This is an optimization exercise on Yosys and OpenROAD, whose aim is small area and a short achievable clock period, not a production implementation.
RTL that was checked went through simulation tests only; none was proved equivalent to the original.

==> inputs of run Y <==
==> flow/design.v <==
`timescale 1ns/10ps
module CS(Y, X, reset, clk);
input clk, reset;
input  [7:0] X;
output [9:0] Y;
reg [11:0] v [0:8];      
reg [8:0]  vld;          
reg [11:0] S;            
reg [8:0]  sel;          
reg [80:0] c;            
integer i, j;
wire [7:0]  u8 = (v[8][7:0] * 8'd57) & {8{vld[8]}};
wire [11:0] P  = S - {4'd0, u8};           
wire [11:0] Sn, vx;
wire [8:0]  seln;
wire [8:1]  cn0;
CS_next u_next (
    .X(X), .P(P),
    .v0(v[0]), .v1(v[1]), .v2(v[2]), .v3(v[3]), .v4(v[4]), .v5(v[5]), .v6(v[6]), .v7(v[7]),
    .vld({vld[7:0], ~reset}), .c(c), .Sn(Sn), .vx(vx), .cn0(cn0), .seln(seln));
always @(posedge clk or posedge reset) begin
    if (reset) begin
        vld <= 9'd0;
        S   <= 12'd0;
    end else begin
        vld <= {vld[7:0], 1'b1};
        S   <= Sn;
    end
end
always @(posedge clk) begin
    v[0] <= vx;
    for (i = 0; i < 8; i = i + 1) v[i+1] <= v[i];
    sel <= seln;
    c[8:0] <= {cn0, 1'b0};
    for (i = 1; i < 9; i = i + 1)
        for (j = 0; j < 9; j = j + 1)
            if (j > i) c[i*9+j] <= c[(i-1)*9+j-1];
            else       c[i*9+j] <= 1'b0;
end
CS_out u_out (
    .S(S), .sel(sel),
    .v0(v[0]), .v1(v[1]), .v2(v[2]), .v3(v[3]), .v4(v[4]), .v5(v[5]), .v6(v[6]), .v7(v[7]), .v8(v[8]),
    .Y(Y));
endmodule
module CS_next(X, P, v0, v1, v2, v3, v4, v5, v6, v7, vld, c, Sn, vx, cn0, seln);
input  [7:0]  X;
input  [11:0] P;
input  [11:0] v0, v1, v2, v3, v4, v5, v6, v7;
input  [8:0]  vld;       
input  [80:0] c;
output [11:0] Sn, vx;
output [8:1]  cn0;
output reg [8:0] seln;
wire [11:0] v [0:7];
assign v[0] = v0; assign v[1] = v1; assign v[2] = v2; assign v[3] = v3;
assign v[4] = v4; assign v[5] = v5; assign v[6] = v6; assign v[7] = v7;
assign Sn = P + {4'd0, X};
assign vx = {1'b0, X, 3'b000} + {4'd0, X};    
reg [8:0] Fn;    
reg [8:0] cx;    
integer i, j;
assign cn0 = cx[8:1];
always @(*) begin
    Fn[0] = ({1'b0, X} <= P[11:3]) & vld[0];    
    for (i = 1; i < 9; i = i + 1) Fn[i] = (v[i-1] <= Sn) & vld[i];
    cx[0] = 1'b0;
    for (j = 1; j < 9; j = j + 1) cx[j] = (vx[11:3] > v[j-1][11:3]);
    for (i = 0; i < 9; i = i + 1) begin
        seln[i] = Fn[i];
        for (j = 0; j < 9; j = j + 1)
            if (j < i) begin
                if (j == 0) seln[i] = seln[i] & (~Fn[j] | ~cx[i]);
                else        seln[i] = seln[i] & (~Fn[j] | ~c[(j-1)*9+i-1]);
            end else if (j > i) begin
                if (i == 0) seln[i] = seln[i] & (~Fn[j] | cx[j]);
                else        seln[i] = seln[i] & (~Fn[j] | c[(i-1)*9+j-1]);
            end
    end
end
endmodule
module CS_out(S, sel, v0, v1, v2, v3, v4, v5, v6, v7, v8, Y);
input  [11:0] S;
input  [8:0]  sel;
input  [11:0] v0, v1, v2, v3, v4, v5, v6, v7, v8;
output [9:0]  Y;
wire [11:0] A9 = ({12{sel[0]}} & v0) | ({12{sel[1]}} & v1) | ({12{sel[2]}} & v2)
               | ({12{sel[3]}} & v3) | ({12{sel[4]}} & v4) | ({12{sel[5]}} & v5)
               | ({12{sel[6]}} & v6) | ({12{sel[7]}} & v7) | ({12{sel[8]}} & v8);
wire [12:0] T = {1'b0, S} + {1'b0, A9};
assign Y = T[12:3];
endmodule
==> flow/flow/run.sh <==
#!/bin/bash
# The standard flow's own layout (standard.sh), with the synthesis of flow/my_synth.tcl: no
# adder-cell extraction before abc; abc maps the logic between X and the next
# window (module CS_next) and between the registers and Y (module CS_out) with
# flow/abc_fast.script and the rest with flow/abc.script; then the design is
# flattened as in the standard flow's synthesis.
# Ports are buffered with buf_2 cells instead of the delay buffers buffer_ports picks.
# The resizer's timing repair aims for 12.3 ns of setup slack (a 7.7 ns period).
set -euo pipefail
here=$(pwd)
export ABC_SCRIPT_FILE=$here/flow/abc.script
export ABC_FAST_SCRIPT_FILE=$here/flow/abc_fast.script
export FAST_MODULES="CS_next CS_out"
bash standard.sh SYNTH_SCRIPT=$here/flow/my_synth.tcl "SYNTH_KEEP_MODULES=CS_next CS_out" \
  "BUFFER_PORTS_ARGS=-buffer_cell sky130_fd_sc_hd__buf_2" \
  SETUP_SLACK_MARGIN=12.3 finish > standard.log 2>&1
==> flow/flow/abc.script <==
strash
ifraig
scorr
dc2
dretime
strash
&get -n
&dch -f
&nf {D}
&put
==> flow/flow/abc_fast.script <==
strash
dc2
&get -n
&dch
&nf
&put
topo
buffer -p
upsize -D 1800
dnsize -D 1800
==> flow/flow/my_synth.tcl <==
# The standard flow's synthesis (synth_recipe.tcl) with these changes: no full/half adder cells
# are extracted before abc; abc maps with flow/abc.script; and the modules named
# in FAST_MODULES (kept apart until then by SYNTH_KEEP_MODULES) are mapped by abc
# with flow/abc_fast.script. The design is flattened afterwards as the standard flow's is.
proc synth {args} { yosys synth -nofsm -noshare {*}$args }
proc extract_fa {args} { puts "extract_fa skipped" }
proc abc_with_script {args script} {
  set out {}
  set skip 0
  foreach a $args {
    if {$skip} { set skip 0; continue }
    if {$a eq "-script"} { lappend out -script $script; set skip 1; continue }
    lappend out $a
  }
  return $out
}
proc abc {args} {
  set fast {}
  if {[info exists ::env(FAST_MODULES)]} { set fast $::env(FAST_MODULES) }
  if {$fast ne ""} {
    set fa [abc_with_script $args $::env(ABC_FAST_SCRIPT_FILE)]
    puts "abc (fast): $fa $fast"
    yosys abc {*}$fa {*}$fast
    set na [abc_with_script $args $::env(ABC_SCRIPT_FILE)]
    puts "abc (rest): $na $::env(DESIGN_NAME)"
    yosys abc {*}$na $::env(DESIGN_NAME)
  } else {
    set na [abc_with_script $args $::env(ABC_SCRIPT_FILE)]
    yosys abc {*}$na
  }
}
source $::env(SCRIPTS_DIR)/synth.tcl
# left out here: clear keep_hierarchy, flatten, clean up, hide names made inside functions, write 1_2_yosys.v
==> flow/standard.sh <==
#!/bin/bash
# synth_recipe.tcl (not shown) runs the flow's synth.tcl, then flattens the netlist and writes it again
# the make line also repeats each setting of config.mk as NAME=value (left out here)
make -C /OpenROAD-flow-scripts/flow DESIGN_CONFIG=/design/flow/config.mk WORK_HOME=/design/flow/orfs CLKGATE_MAP_FILE= SYNTH_SCRIPT=/design/flow/synth_recipe.tcl "${@:-finish}"
==> flow/config.mk <==
export PLATFORM = sky130hd
export DESIGN_NAME = CS
export DESIGN_NICKNAME = CS
export VERILOG_FILES = /design/flow/design.v
export SDC_FILE = /design/flow/constraint.sdc
export NUM_CORES = 4
export LEC_CHECK = 0
export CAP_MARGIN = 20
export CORE_MARGIN = 2
export CORE_UTILIZATION = 40
export CTS_BUF_LIST = sky130_fd_sc_hd__clkbuf_4 sky130_fd_sc_hd__clkbuf_8
export CTS_CLUSTER_DIAMETER = 60
export CTS_CLUSTER_SIZE = 20
export SLEW_MARGIN = 20
==> flow/constraint.sdc <==
create_clock -name core_clock -period 20.0 [get_ports {clk}]
set_input_delay 4.0000 -clock core_clock [delete_from_list [all_inputs] [get_ports {clk}]]
set_output_delay 4.0000 -clock core_clock [all_outputs]
set_load 0.01 [all_outputs]
==> run R: changes against run Y <==
==> flow/design.v, changed modules only <==
module CS(Y, X, reset, clk);
input clk, reset;
input  [7:0] X;
output [9:0] Y;
reg [11:0] v [0:8];      
reg [8:0]  vld;          
reg [11:0] S;            
reg [8:0]  F;            
reg [80:0] c;            
integer i, j;
wire [7:0]  u8 = (v[8][7:0] * 8'd57) & {8{vld[8]}};
wire [11:0] P  = S - {4'd0, u8};           
wire [11:0] Sn, vx;
wire [8:0]  Fn;
wire [8:1]  cn0;
CS_next u_next (
    .X(X), .P(P),
    .v0(v[0]), .v1(v[1]), .v2(v[2]), .v3(v[3]), .v4(v[4]), .v5(v[5]), .v6(v[6]), .v7(v[7]),
    .Sn(Sn), .vx(vx), .cn0(cn0), .Fn(Fn));
always @(posedge clk or posedge reset) begin
    if (reset) begin
        vld <= 9'd0;
        S   <= 12'd0;
    end else begin
        vld <= {vld[7:0], 1'b1};
        S   <= Sn;
    end
end
always @(posedge clk) begin
    v[0] <= vx;
    for (i = 0; i < 8; i = i + 1) v[i+1] <= v[i];
    F <= Fn & {vld[7:0], 1'b1} & {9{~reset}};
    c[8:0] <= {cn0, 1'b0};
    for (i = 1; i < 9; i = i + 1)
        for (j = 0; j < 9; j = j + 1)
            if (j > i) c[i*9+j] <= c[(i-1)*9+j-1];
            else       c[i*9+j] <= 1'b0;
end
CS_out u_out (
    .S(S), .F(F), .c(c),
    .v0(v[0]), .v1(v[1]), .v2(v[2]), .v3(v[3]), .v4(v[4]), .v5(v[5]), .v6(v[6]), .v7(v[7]), .v8(v[8]),
    .Y(Y));
endmodule
module CS_next(X, P, v0, v1, v2, v3, v4, v5, v6, v7, Sn, vx, cn0, Fn);
input  [7:0]  X;
input  [11:0] P;
input  [11:0] v0, v1, v2, v3, v4, v5, v6, v7;
output [11:0] Sn, vx;
output [8:1]  cn0;
output [8:0]  Fn;
assign Sn = P + {4'd0, X};
assign vx = {1'b0, X, 3'b000} + {4'd0, X};    
assign Fn[0] = ({1'b0, X} <= P[11:3]);        
assign Fn[1] = (v0 <= Sn);
assign Fn[2] = (v1 <= Sn);
assign Fn[3] = (v2 <= Sn);
assign Fn[4] = (v3 <= Sn);
assign Fn[5] = (v4 <= Sn);
assign Fn[6] = (v5 <= Sn);
assign Fn[7] = (v6 <= Sn);
assign Fn[8] = (v7 <= Sn);
assign cn0[1] = (vx[11:3] > v0[11:3]);
assign cn0[2] = (vx[11:3] > v1[11:3]);
assign cn0[3] = (vx[11:3] > v2[11:3]);
assign cn0[4] = (vx[11:3] > v3[11:3]);
assign cn0[5] = (vx[11:3] > v4[11:3]);
assign cn0[6] = (vx[11:3] > v5[11:3]);
assign cn0[7] = (vx[11:3] > v6[11:3]);
assign cn0[8] = (vx[11:3] > v7[11:3]);
endmodule
module CS_out(S, F, c, v0, v1, v2, v3, v4, v5, v6, v7, v8, Y);
input  [11:0] S;
input  [8:0]  F;
input  [80:0] c;
input  [11:0] v0, v1, v2, v3, v4, v5, v6, v7, v8;
output [9:0]  Y;
wire [11:0] v [0:8];
assign v[0] = v0; assign v[1] = v1; assign v[2] = v2; assign v[3] = v3; assign v[4] = v4;
assign v[5] = v5; assign v[6] = v6; assign v[7] = v7; assign v[8] = v8;
reg [8:0]  sel;
reg [11:0] A9;
integer i, j;
always @(*) begin
    for (i = 0; i < 9; i = i + 1) begin
        sel[i] = F[i];
        for (j = 0; j < 9; j = j + 1)
            if (j < i)      sel[i] = sel[i] & (~F[j] | ~c[j*9+i]);
            else if (j > i) sel[i] = sel[i] & (~F[j] | c[i*9+j]);
    end
    A9 = 12'd0;
    for (i = 0; i < 9; i = i + 1) A9 = A9 | ({12{sel[i]}} & v[i]);
end
wire [12:0] T = {1'b0, S} + {1'b0, A9};
assign Y = T[12:3];
endmodule
--- a/flow/flow/run.sh
+++ b/flow/flow/run.sh
@@ -7,3 +7,2 @@
 # Ports are buffered with buf_2 cells instead of the delay buffers buffer_ports picks.
-# The resizer's timing repair aims for 12.3 ns of setup slack (a 7.7 ns period).
 set -euo pipefail
@@ -14,3 +13,2 @@
 bash standard.sh SYNTH_SCRIPT=$here/flow/my_synth.tcl "SYNTH_KEEP_MODULES=CS_next CS_out" \
-  "BUFFER_PORTS_ARGS=-buffer_cell sky130_fd_sc_hd__buf_2" \
-  SETUP_SLACK_MARGIN=12.3 finish > standard.log 2>&1
+  "BUFFER_PORTS_ARGS=-buffer_cell sky130_fd_sc_hd__buf_2" finish > standard.log 2>&1
CTS_BUF_LIST = sky130_fd_sc_hd__clkbuf_8   (was sky130_fd_sc_hd__clkbuf_4 sky130_fd_sc_hd__clkbuf_8)
CTS_CLUSTER_DIAMETER = 100   (was 60)
==> run B: changes against run Y <==
--- a/flow/flow/run.sh
+++ b/flow/flow/run.sh
@@ -7,3 +7,3 @@
 # Ports are buffered with buf_2 cells instead of the delay buffers buffer_ports picks.
-# The resizer's timing repair aims for 12.3 ns of setup slack (a 7.7 ns period).
+# The resizer's timing repair aims for 12.8 ns of setup slack (a 7.2 ns period).
 set -euo pipefail
@@ -15,2 +15,2 @@
   "BUFFER_PORTS_ARGS=-buffer_cell sky130_fd_sc_hd__buf_2" \
-  SETUP_SLACK_MARGIN=12.3 finish > standard.log 2>&1
+  SETUP_SLACK_MARGIN=12.8 finish > standard.log 2>&1
CTS_BUF_LIST = sky130_fd_sc_hd__clkbuf_8   (was sky130_fd_sc_hd__clkbuf_4 sky130_fd_sc_hd__clkbuf_8)
CTS_CLUSTER_DIAMETER = 100   (was 60)
==> comparison table <==
quantity                                                                     run Y                    run R                    run B
Number of non-filler instances in the completed layout                        1121                     1123                     1143
Setup slack of the critical path after layout                             12.42 ns                 11.89 ns                 12.69 ns
Startpoint of the worst register-to-register path                           vld[8]                  v[8][0]                   vld[8]
Origin of the worst setup path                                              sel[0]                     F[5]                   sel[5]
Outcome                                                    complete, no violations  complete, no violations  complete, no violations
Starting density of the core                                                41.04%                   40.66%                   41.04%
Minimum clock period                                                      7.584 ns                 8.106 ns                 7.313 ns
Buffer count excluding the clock tree in the final layout                       29                       31                       50
GR Util met1                                                                31.42%                   30.96%                   32.33%
Reg clk slew, reported paths                                               0.10 ns                  0.09 ns                  0.10 ns
Busiest grt layer                                                             met2                     met1                     met2
Number of cell rows                                                             51                       52                       51
Final RePlAce weighted congestion                                           0.9141                   0.8754                   0.9141
Slowest Stage Delay on Critical Path                                       0.51 ns                  0.56 ns                  0.44 ns
Antenna violations before repair                                                 0                        0                        1
Fillers                                                                       1930                     1930                     1882
Only the layout flow was run in run R; the RTL was not checked for function there.

==> what the ideal ports hide <==
The results above use ideal ports. As a check the final layouts listed here were re-extracted and re-timed, cells and wires unchanged. Step 1: set_driving_cell puts a clkbuf_16 on clk and a buf_2 on each other input, an assumption about the parent block. Step 2, shift: input delay + t, output delay - t, t = (earliest + latest rising clock arrival at the registers) / 2. This alone moves slack from input paths to output paths. Slacks: ideal ports / drivers / drivers and shift; pairs: ideal ports / drivers.
run | t (ns) | setup slack, ns | hold WS [ns]
run Y | 0.512 | 12.416 / 12.378 / 12.063 | 0.356 / 0.356 / 0.356
run R | 0.510 | 11.894 / 11.852 / 12.363 | 0.374 / 0.374 / 0.374
run B | 0.510 | 12.687 / 12.648 / 12.345 | 0.356 / 0.356 / 0.356
After both steps setup and hold are still met in every run listed. The setup slack of run Y, which loses most, moves by -0.038 ns with the drivers and by -0.353 ns with both steps.
